What follows belongs to an exercise in optimizing a design on an open flow for a short achievable clock period and few clock cycles per item; a production flow would make more cautious choices. RTL that was checked went through simulation tests only; none was proved equivalent to the original.

==> inputs of run a <==
==> flow/design.v <==
`timescale 1ns / 1ps
`timescale 1ns / 1ps
`timescale 1ns / 1ps
`timescale 1ns / 1ps
module RegFile(
    input         clk, clear, wen,
    input  [4:0]  waddr,
    input  [31:0] wdata,
    input  [4:0]  raddr1, raddr2,
    output [31:0] rdata1, rdata2
);
    reg [31:0] regs [0:31];
    reg [31:0] valid;
    always @(posedge clk) begin
        if (clear)
            valid <= 32'd0;
        else if (wen)
            valid[waddr] <= 1'b1;
    end
    always @(posedge clk)
        if (wen)
            regs[waddr] <= wdata;
    assign rdata1 = valid[raddr1] ? regs[raddr1] : 32'd0;
    assign rdata2 = valid[raddr2] ? regs[raddr2] : 32'd0;
endmodule
`timescale 1ns / 1ps
module alu_32(
    input  [31:0] A, B,
    input         op_add, op_sub, op_slt, op_nor, op_or, op_and,
    output [31:0] Y,
    output [31:0] Y_nslt,
    output        lt
);
    wire        inv = op_sub | op_slt;
    wire [31:0] sum = A + (inv ? ~B : B) + {31'd0, inv};
    assign lt = (A[31] ^ B[31]) ? A[31] : sum[31];
    wire [31:0] orv = A | B;
    assign Y_nslt = ({32{op_add | op_sub}} & sum)
                  | ({32{op_nor}} & ~orv)
                  | ({32{op_or}}  & orv)
                  | ({32{op_and}} & (A & B));
    assign Y = Y_nslt | {31'd0, op_slt & lt};
endmodule
`timescale 1ns / 1ps
module Controller(
    input  [31:0] w,
    output        alu_src, mem2reg, reg_write, mem_write,
    output [31:0] imm,
    output        op_add, op_sub, op_slt, op_nor, op_or, op_and
);
    wire [6:0] opc = w[6:0];
    wire [2:0] f3  = w[14:12];
    wire [6:0] f7  = w[31:25];
    wire is_r  = (opc == 7'b0110011);
    wire is_i  = (opc == 7'b0010011);
    wire is_ld = (opc == 7'b0000011);
    wire is_st = (opc == 7'b0100011);
    wire is_mem = is_ld | is_st;
    assign alu_src   = is_i | is_mem;
    assign mem2reg   = is_ld;
    assign reg_write = is_r | is_i | is_ld;
    assign mem_write = is_st;
    assign imm = is_st ? {{20{w[31]}}, w[31:25], w[11:7]}
               : (is_i | is_ld) ? {{20{w[31]}}, w[31:20]}
               : 32'd0;
    wire f0 = (f3 == 3'd0);
    wire mem_add = (f3 == 3'd2);
    assign op_add = is_mem ? mem_add
                  : f0 & (~is_r | (f7 == 7'h00));
    assign op_sub = ~is_mem & is_r & f0 & (f7 == 7'h20);
    assign op_slt = ~is_mem & (f3 == 3'd2);
    assign op_nor = ~is_mem & (f3 == 3'd4);
    assign op_or  = ~is_mem & (f3 == 3'd6);
    assign op_and = ~(op_add | op_sub | op_slt | op_nor | op_or);
endmodule
`timescale 1ns / 1ps
`timescale 1ns / 1ps
`timescale 1ns / 1ps
module processor
(
    input clk, reset,
    output [5:0]  imem_addr,
    input  [31:0] imem_data,
    output [6:0]  dmem_addr,
    output [31:0] dmem_wdata,
    output        dmem_we,
    input  [31:0] dmem_rdata,
    output        result_valid,
    output [31:0] Result
);
    reg rst_q;
    always @(posedge clk)
        rst_q <= reset;
    reg  [5:0]  pc;
    reg  [31:0] ir_q;
    wire [5:0]  pc_now = rst_q ? 6'd0 : pc;
    always @(posedge clk) begin
        pc   <= pc_now + 6'd1;
        ir_q <= imem_data;
    end
    assign imem_addr = pc_now;
    wire        d_valid = ~rst_q;
    wire [31:0] w   = ir_q;
    wire [4:0]  rs1 = w[19:15];
    wire [4:0]  rs2 = w[24:20];
    wire        d_alu_src, d_mem2reg, d_reg_write, d_mem_write;
    wire [31:0] d_imm;
    wire        d_sub, d_slt, d_nor, d_or, d_and, d_add;
    wire        d_mem_add = (w[14:12] == 3'd2);    
    Controller ctrl(
        .w(w), .alu_src(d_alu_src), .mem2reg(d_mem2reg), .reg_write(d_reg_write),
        .mem_write(d_mem_write), .imm(d_imm),
        .op_add(d_add), .op_sub(d_sub), .op_slt(d_slt), .op_nor(d_nor),
        .op_or(d_or), .op_and(d_and) );
    wire [31:0] res, res_nslt;
    wire        res_lt;
    reg         e_valid;
    reg  [4:0]  e_rd;
    reg         e_reg_write;
    wire [31:0] e_wdata;
    wire        e_writes = e_valid & e_reg_write;
    reg         w_we;
    reg  [4:0]  w_rd;
    reg  [31:0] wb_q;
    wire [31:0] rdata1, rdata2;
    RegFile RF(
        .clk(clk), .clear(rst_q), .wen(w_we), .waddr(w_rd), .wdata(wb_q),
        .raddr1(rs1), .raddr2(rs2), .rdata1(rdata1), .rdata2(rdata2) );
    wire [31:0] r1 = (w_we & (w_rd == rs1)) ? wb_q : rdata1;
    wire [31:0] r2 = (w_we & (w_rd == rs2)) ? wb_q : rdata2;
    wire fa  = e_writes & (e_rd == rs1);
    wire fsd = e_writes & (e_rd == rs2);
    wire [8:0] a9_nf = d_mem_add ? (r1[8:0] + d_imm[8:0]) : (r1[8:0] & d_imm[8:0]);
    wire [8:0] a9_rd  = d_mem_add ? (dmem_rdata[8:0] + d_imm[8:0]) : (dmem_rdata[8:0] & d_imm[8:0]);
    wire [8:0] a9_alu = d_mem_add ? (res_nslt[8:0] + d_imm[8:0]) : (res_nslt[8:0] & d_imm[8:0]);
    wire [8:0] a9_lt0 = d_mem_add ? d_imm[8:0] : 9'd0;
    wire [8:0] a9_lt1 = d_mem_add ? (d_imm[8:0] + 9'd1) : {8'd0, d_imm[0]};
    reg        e_mem2reg;
    reg        e_add, e_sub, e_slt, e_nor, e_or, e_and;
    reg [31:0] a_q, b_q;
    reg        fa_q, fb_q;
    reg [6:0]  dmem_addr_q;
    reg [31:0] dmem_wdata_q;
    reg        dmem_we_q;
    reg [31:0] res_q;
    reg        rv_q;
    wire [8:0] a9_f = e_mem2reg ? a9_rd
                    : e_slt     ? (res_lt ? a9_lt1 : a9_lt0)
                    : a9_alu;
    always @(posedge clk) begin
        e_valid     <= d_valid;
        dmem_we_q   <= d_valid & d_mem_write & ~reset;
        e_rd        <= w[11:7];
        e_reg_write <= d_reg_write;
        e_mem2reg   <= d_mem2reg;
        e_add <= d_add; e_sub <= d_sub; e_slt <= d_slt;
        e_nor <= d_nor; e_or  <= d_or;  e_and <= d_and;
        a_q   <= r1;
        b_q   <= d_alu_src ? d_imm : r2;
        fa_q  <= fa;
        fb_q  <= fsd & ~d_alu_src;
        dmem_addr_q  <= fa  ? a9_f[8:2] : a9_nf[8:2];
        dmem_wdata_q <= fsd ? e_wdata   : r2;
    end
    wire [31:0] A = fa_q ? wb_q : a_q;
    wire [31:0] B = fb_q ? wb_q : b_q;
    alu_32 ALU(
        .A(A), .B(B), .op_add(e_add), .op_sub(e_sub), .op_slt(e_slt),
        .op_nor(e_nor), .op_or(e_or), .op_and(e_and),
        .Y(res), .Y_nslt(res_nslt), .lt(res_lt) );
    assign dmem_addr  = dmem_addr_q;
    assign dmem_wdata = dmem_wdata_q;
    assign dmem_we    = dmem_we_q;
    assign e_wdata = e_mem2reg ? dmem_rdata : res;
    always @(posedge clk) begin
        wb_q  <= e_wdata;
        w_rd  <= e_rd;
        w_we  <= e_writes & ~rst_q;
        res_q <= res;
        rv_q  <= e_valid & ~rst_q & ~reset;
    end
    assign Result       = res_q;
    assign result_valid = rv_q & ~reset;
endmodule  
==> flow/flow/run.sh <==
#!/bin/bash
set -euo pipefail
bash standard.sh SETUP_SLACK_MARGIN=6.6 TNS_END_PERCENT=5 finish > standard.log 2>&1
==> flow/standard.sh <==
#!/bin/bash
# synth_recipe.tcl (not shown) runs the flow's synth.tcl, then flattens the netlist and writes it again
# the make line also repeats each setting of config.mk as NAME=value (left out here)
make -C /OpenROAD-flow-scripts/flow DESIGN_CONFIG=/design/flow/config.mk WORK_HOME=/design/flow/orfs CLKGATE_MAP_FILE= SYNTH_SCRIPT=/design/flow/synth_recipe.tcl "${@:-finish}"
==> flow/config.mk <==
export PLATFORM = sky130hd
export DESIGN_NAME = processor
export DESIGN_NICKNAME = processor
export VERILOG_FILES = /design/flow/design.v
export SDC_FILE = /design/flow/constraint.sdc
export NUM_CORES = 8
export LEC_CHECK = 0
export CAP_MARGIN = 20
export CORE_MARGIN = 2
export CORE_UTILIZATION = 40
export SLEW_MARGIN = 20
==> flow/constraint.sdc <==
create_clock -name core_clock -period 11.0 [get_ports {clk}]
set_input_delay 2.2000 -clock core_clock [delete_from_list [all_inputs] [get_ports {clk}]]
set_output_delay 2.2000 -clock core_clock [all_outputs]
set_load 0.01 [all_outputs]
==> run b (differences from run a) <==
==> flow/design.v, changed modules only <==
module RegFile(
    input         clk, clear, wen,
    input  [4:0]  waddr,
    input  [31:0] wdata,
    input  [4:0]  raddr1, raddr2,
    output [31:0] rdata1, rdata2,
    input  [8:0]  k,
    input         add,
    output        valid1,
    output [8:0]  f1
);
    reg [31:0] regs [0:31];
    reg [31:0] valid;
    always @(posedge clk) begin
        if (clear)
            valid <= 32'd0;
        else if (wen)
            valid[waddr] <= 1'b1;
    end
    always @(posedge clk)
        if (wen)
            regs[waddr] <= wdata;
    assign rdata1 = valid[raddr1] ? regs[raddr1] : 32'd0;
    assign rdata2 = valid[raddr2] ? regs[raddr2] : 32'd0;
    wire [8:0] fr [0:31];
    genvar j;
    generate
        for (j = 0; j < 32; j = j + 1) begin : pre
            assign fr[j] = add ? (regs[j][8:0] + k) : (regs[j][8:0] & k);
        end
    endgenerate
    assign valid1 = valid[raddr1];
    assign f1 = fr[raddr1];
endmodule
module processor
(
    input clk, reset,
    output [5:0]  imem_addr,
    input  [31:0] imem_data,
    output [6:0]  dmem_addr,
    output [31:0] dmem_wdata,
    output        dmem_we,
    input  [31:0] dmem_rdata,
    output        result_valid,
    output [31:0] Result
);
    reg rst_q;
    always @(posedge clk)
        rst_q <= reset;
    reg  [5:0]  pc;
    wire [5:0]  pc_now = rst_q ? 6'd0 : pc;
    always @(posedge clk)
        pc <= pc_now + 6'd1;
    assign imem_addr = pc_now;
    wire [31:0] w   = imem_data;
    wire [4:0]  rs1 = w[19:15];
    wire [4:0]  rs2 = w[24:20];
    wire        d_alu_src, d_mem2reg, d_reg_write, d_mem_write;
    wire [31:0] d_imm;
    wire        d_sub, d_slt, d_nor, d_or, d_and, d_add;
    wire        d_mem_add = (w[14:12] == 3'd2);    
    Controller ctrl(
        .w(w), .alu_src(d_alu_src), .mem2reg(d_mem2reg), .reg_write(d_reg_write),
        .mem_write(d_mem_write), .imm(d_imm),
        .op_add(d_add), .op_sub(d_sub), .op_slt(d_slt), .op_nor(d_nor),
        .op_or(d_or), .op_and(d_and) );
    wire [31:0] res, res_nslt;
    wire        res_lt;
    reg         e_valid;
    reg  [4:0]  e_rd;
    reg         e_reg_write;
    wire [31:0] e_wdata;
    wire        e_writes = e_valid & e_reg_write;
    reg         w_we;
    reg  [4:0]  w_rd;
    reg  [31:0] wb_q;
    wire [31:0] rdata1, rdata2;
    wire        rf_valid1;
    wire [8:0]  rf_f1;
    RegFile RF(
        .clk(clk), .clear(rst_q), .wen(w_we), .waddr(w_rd), .wdata(wb_q),
        .raddr1(rs1), .raddr2(rs2), .rdata1(rdata1), .rdata2(rdata2),
        .k(d_imm[8:0]), .add(d_mem_add), .valid1(rf_valid1), .f1(rf_f1) );
    wire [31:0] r1 = rst_q ? 32'd0 : (w_we & (w_rd == rs1)) ? wb_q : rdata1;
    wire [31:0] r2 = rst_q ? 32'd0 : (w_we & (w_rd == rs2)) ? wb_q : rdata2;
    wire fa  = e_writes & (e_rd == rs1);
    wire fsd = e_writes & (e_rd == rs2);
    wire [8:0] a9_zero = d_mem_add ? d_imm[8:0] : 9'd0;
    wire [8:0] a9_wb   = d_mem_add ? (wb_q[8:0] + d_imm[8:0]) : (wb_q[8:0] & d_imm[8:0]);
    wire [8:0] a9_nf   = rst_q ? a9_zero
                       : (w_we & (w_rd == rs1)) ? a9_wb
                       : rf_valid1 ? rf_f1
                       : a9_zero;
    wire [8:0] a9_rd  = d_mem_add ? (dmem_rdata[8:0] + d_imm[8:0]) : (dmem_rdata[8:0] & d_imm[8:0]);
    wire [8:0] a9_alu = d_mem_add ? (res_nslt[8:0] + d_imm[8:0]) : (res_nslt[8:0] & d_imm[8:0]);
    wire [8:0] a9_lt0 = d_mem_add ? d_imm[8:0] : 9'd0;
    wire [8:0] a9_lt1 = d_mem_add ? (d_imm[8:0] + 9'd1) : {8'd0, d_imm[0]};
    reg        e_mem2reg;
    reg        e_add, e_sub, e_slt, e_nor, e_or, e_and;
    reg [31:0] a_q, b_q;
    reg        fa_q, fb_q;
    reg [6:0]  dmem_addr_q;
    reg [31:0] dmem_wdata_q;
    reg        dmem_we_q;
    reg [31:0] res_q;
    reg        rv_q;
    wire [8:0] a9_f = e_mem2reg ? a9_rd
                    : e_slt     ? (res_lt ? a9_lt1 : a9_lt0)
                    : a9_alu;
    always @(posedge clk) begin
        e_valid     <= ~reset;
        dmem_we_q   <= d_mem_write & ~reset;
        e_rd        <= w[11:7];
        e_reg_write <= d_reg_write;
        e_mem2reg   <= d_mem2reg;
        e_add <= d_add; e_sub <= d_sub; e_slt <= d_slt;
        e_nor <= d_nor; e_or  <= d_or;  e_and <= d_and;
        a_q   <= r1;
        b_q   <= d_alu_src ? d_imm : r2;
        fa_q  <= fa;
        fb_q  <= fsd & ~d_alu_src;
        dmem_addr_q  <= fa  ? a9_f[8:2] : a9_nf[8:2];
        dmem_wdata_q <= fsd ? e_wdata   : r2;
    end
    wire [31:0] A = fa_q ? wb_q : a_q;
    wire [31:0] B = fb_q ? wb_q : b_q;
    alu_32 ALU(
        .A(A), .B(B), .op_add(e_add), .op_sub(e_sub), .op_slt(e_slt),
        .op_nor(e_nor), .op_or(e_or), .op_and(e_and),
        .Y(res), .Y_nslt(res_nslt), .lt(res_lt) );
    assign dmem_addr  = dmem_addr_q;
    assign dmem_wdata = dmem_wdata_q;
    assign dmem_we    = dmem_we_q;
    assign e_wdata = e_mem2reg ? dmem_rdata : res;
    always @(posedge clk) begin
        wb_q  <= e_wdata;
        w_rd  <= e_rd;
        w_we  <= e_writes & ~rst_q;
        res_q <= res;
        rv_q  <= e_valid & ~reset;
    end
    assign Result       = res_q;
    assign result_valid = rv_q & ~reset;
endmodule  
==> run c (differences from run a) <==
==> flow/design.v, changed modules only <==
module RegFile(
    input         clk, clear, wen,
    input  [4:0]  waddr,
    input  [31:0] wdata,
    input  [4:0]  raddr1, raddr2,
    output [31:0] rdata1, rdata2,
    input  [8:0]  k,
    input         add,
    output        valid1,
    output [8:0]  f1
);
    reg [31:0] regs [0:31];
    reg [31:0] valid;
    always @(posedge clk) begin
        if (clear)
            valid <= 32'd0;
        else if (wen)
            valid[waddr] <= 1'b1;
    end
    always @(posedge clk)
        if (wen)
            regs[waddr] <= wdata;
    wire [1023:0] flat;
    wire [287:0]  fr;
    genvar j;
    generate
        for (j = 0; j < 32; j = j + 1) begin : pre
            assign flat[32*j +: 32] = regs[j];
            addand9 AA(.a(regs[j][8:0]), .b(k), .add(add), .y(fr[9*j +: 9]));
        end
    endgenerate
    wire [31:0] m1, m2;
    mux32 #(.W(32)) M1(.d(flat), .s(raddr1), .y(m1));
    mux32 #(.W(32)) M2(.d(flat), .s(raddr2), .y(m2));
    mux32 #(.W(9))  M3(.d(fr),   .s(raddr1), .y(f1));
    assign rdata1 = valid[raddr1] ? m1 : 32'd0;
    assign rdata2 = valid[raddr2] ? m2 : 32'd0;
    assign valid1 = valid[raddr1];
endmodule
module mux32 #(parameter W = 32) (
    input  [32*W-1:0] d,
    input  [4:0]      s,
    output [W-1:0]    y
);
    assign y = d[W*s +: W];
endmodule
module addand9(
    input  [8:0] a, b,
    input        add,
    output [8:0] y
);
    assign y = add ? (a + b) : (a & b);
endmodule
module processor
(
    input clk, reset,
    output [5:0]  imem_addr,
    input  [31:0] imem_data,
    output [6:0]  dmem_addr,
    output [31:0] dmem_wdata,
    output        dmem_we,
    input  [31:0] dmem_rdata,
    output        result_valid,
    output [31:0] Result
);
    reg rst_q;
    always @(posedge clk)
        rst_q <= reset;
    reg  [5:0]  pc;
    wire [5:0]  pc_now = rst_q ? 6'd0 : pc;
    always @(posedge clk)
        pc <= pc_now + 6'd1;
    assign imem_addr = pc_now;
    wire [31:0] w   = imem_data;
    wire [4:0]  rs1 = w[19:15];
    wire [4:0]  rs2 = w[24:20];
    wire        d_alu_src, d_mem2reg, d_reg_write, d_mem_write;
    wire [31:0] d_imm;
    wire        d_sub, d_slt, d_nor, d_or, d_and, d_add;
    wire        d_mem_add = (w[14:12] == 3'd2);    
    Controller ctrl(
        .w(w), .alu_src(d_alu_src), .mem2reg(d_mem2reg), .reg_write(d_reg_write),
        .mem_write(d_mem_write), .imm(d_imm),
        .op_add(d_add), .op_sub(d_sub), .op_slt(d_slt), .op_nor(d_nor),
        .op_or(d_or), .op_and(d_and) );
    wire [31:0] res, res_nslt;
    wire        res_lt;
    reg         e_valid;
    reg  [4:0]  e_rd;
    reg         e_reg_write;
    wire [31:0] e_wdata;
    wire        e_writes = e_valid & e_reg_write;
    reg         w_we;
    reg  [4:0]  w_rd;
    reg  [31:0] wb_q;
    wire [31:0] rdata1, rdata2;
    wire        rf_valid1;
    wire [8:0]  rf_f1;
    RegFile RF(
        .clk(clk), .clear(rst_q), .wen(w_we), .waddr(w_rd), .wdata(wb_q),
        .raddr1(rs1), .raddr2(rs2), .rdata1(rdata1), .rdata2(rdata2),
        .k(d_imm[8:0]), .add(d_mem_add), .valid1(rf_valid1), .f1(rf_f1) );
    wire [31:0] r1 = rst_q ? 32'd0 : (w_we & (w_rd == rs1)) ? wb_q : rdata1;
    wire [31:0] r2 = rst_q ? 32'd0 : (w_we & (w_rd == rs2)) ? wb_q : rdata2;
    wire fa  = e_writes & (e_rd == rs1);
    wire fsd = e_writes & (e_rd == rs2);
    wire [8:0] a9_zero = d_mem_add ? d_imm[8:0] : 9'd0;
    wire [8:0] a9_wb   = d_mem_add ? (wb_q[8:0] + d_imm[8:0]) : (wb_q[8:0] & d_imm[8:0]);
    wire [8:0] a9_nf   = rst_q ? a9_zero
                       : (w_we & (w_rd == rs1)) ? a9_wb
                       : rf_valid1 ? rf_f1
                       : a9_zero;
    wire [8:0] a9_rd  = d_mem_add ? (dmem_rdata[8:0] + d_imm[8:0]) : (dmem_rdata[8:0] & d_imm[8:0]);
    wire [8:0] a9_alu = d_mem_add ? (res_nslt[8:0] + d_imm[8:0]) : (res_nslt[8:0] & d_imm[8:0]);
    wire [8:0] a9_lt0 = d_mem_add ? d_imm[8:0] : 9'd0;
    wire [8:0] a9_lt1 = d_mem_add ? (d_imm[8:0] + 9'd1) : {8'd0, d_imm[0]};
    reg        e_mem2reg;
    reg        e_add, e_sub, e_slt, e_nor, e_or, e_and;
    reg [31:0] a_q, b_q;
    reg        fa_q, fb_q;
    reg [6:0]  dmem_addr_q;
    reg [31:0] dmem_wdata_q;
    reg        dmem_we_q;
    reg [31:0] res_q;
    reg        rv_q;
    wire [8:0] a9_f = e_mem2reg ? a9_rd
                    : e_slt     ? (res_lt ? a9_lt1 : a9_lt0)
                    : a9_alu;
    always @(posedge clk) begin
        e_valid     <= ~reset;
        dmem_we_q   <= d_mem_write & ~reset;
        e_rd        <= w[11:7];
        e_reg_write <= d_reg_write;
        e_mem2reg   <= d_mem2reg;
        e_add <= d_add; e_sub <= d_sub; e_slt <= d_slt;
        e_nor <= d_nor; e_or  <= d_or;  e_and <= d_and;
        a_q   <= r1;
        b_q   <= d_alu_src ? d_imm : r2;
        fa_q  <= fa;
        fb_q  <= fsd & ~d_alu_src;
        dmem_addr_q  <= fa  ? a9_f[8:2] : a9_nf[8:2];
        dmem_wdata_q <= fsd ? e_wdata   : r2;
    end
    wire [31:0] A = fa_q ? wb_q : a_q;
    wire [31:0] B = fb_q ? wb_q : b_q;
    alu_32 ALU(
        .A(A), .B(B), .op_add(e_add), .op_sub(e_sub), .op_slt(e_slt),
        .op_nor(e_nor), .op_or(e_or), .op_and(e_and),
        .Y(res), .Y_nslt(res_nslt), .lt(res_lt) );
    assign dmem_addr  = dmem_addr_q;
    assign dmem_wdata = dmem_wdata_q;
    assign dmem_we    = dmem_we_q;
    assign e_wdata = e_mem2reg ? dmem_rdata : res;
    always @(posedge clk) begin
        wb_q  <= e_wdata;
        w_rd  <= e_rd;
        w_we  <= e_writes & ~rst_q;
        res_q <= res;
        rv_q  <= e_valid & ~reset;
    end
    assign Result       = res_q;
    assign result_valid = rv_q & ~reset;
endmodule  
--- a/flow/config.mk
+++ b/flow/config.mk
@@ -9,3 +9,4 @@
 export CORE_MARGIN = 2
 export CORE_UTILIZATION = 40
 export SLEW_MARGIN = 20
+export SYNTH_HIERARCHICAL = 1
==> results_dict.tcl <==
set metrics [dict create \
    status "no timing/DRC/antenna violations" \
    clock_latency_ps 810 \
    r2r_slack_ps 5610 \
    buffers 405 \
    path_buf_inv 5 \
    p_leak_nw 35.1 \
    grt_use_total 0.276 \
    seq_share 0.374 \
    pg_seq_mw 5.27 \
    seq_cell_count 1254 \
    multi_input_area_share 0.486 \
    synth_area_sq_um 83500 \
    grt_max_degree 115 \
    tap_cells 2788 \
    viasPerCell 6.38 \
    fin_ws_ps 4580 \
    clock_skew_ps 37.0 \
]
-- figures above: run c

==> results_dict.tcl <==
set metrics [dict create \
    status "no timing/DRC/antenna violations" \
    multi_input_area_share 0.449 \
    p_leak_nw 30.4 \
    clock_skew_ps 34.9 \
    synth_area_sq_um 73900 \
    grt_max_degree 117 \
    tap_cells 2464 \
    path_buf_inv 4 \
    buffers 463 \
    clock_latency_ps 820 \
    viasPerCell 6.80 \
    r2r_slack_ps 5760 \
    pg_seq_mw 5.18 \
    seq_cell_count 1254 \
]
-- figures above: run b

==> results_dict.tcl <==
set metrics [dict create \
    grt_max_degree 126 \
    status "no timing/DRC/antenna violations" \
    seq_share 0.516 \
    viasPerCell 6.18 \
    multi_input_area_share 0.344 \
    fin_ws_ps 6300 \
    clock_skew_ps 29.9 \
    clock_latency_ps 780 \
    seq_cell_count 1286 \
    p_leak_nw 23.0 \
    cts_resized 46 \
    path_buf_inv 2 \
]
-- figures above: run a

Testbench counts of run a, summed over its fixed seeds: cycles 51,440, results 51,200.
Function not checked in run b and run c: the RTL went through the layout flow alone.

port drivers added, routing unchanged:
The results above use ideal ports. As a check the final layouts listed here were re-extracted and re-timed, cells and wires unchanged.
Step 1 sets driving cells, clkbuf_16 on the clock port and buf_2 on the other inputs (assumed; they add their load-dependent delay and slew).
Step 2 times the ports against the registers' clock, not the clock port: input delays grow and output delays shrink by t, the midpoint of the rising clock arrivals with the driver on.
Three values: no drivers, after step 1, after step 2; two values: the first two.
run	t (ns)	setup slack, ns	worst setup path at the end	latest minus earliest clock arrival (ns)
run a	0.848	6.301 / 6.262 / 6.104	input to register	0.030 / 0.030
run b	0.895	5.086 / 5.126 / 4.231	input to register	0.040 / 0.039
run c	0.874	4.576 / 4.637 / 3.763	input to register	0.037 / 0.038
After both steps every run listed still meets setup and hold. The setup slack of run b, which loses most, moves by +0.040 ns with the drivers and by -0.855 ns with both steps.
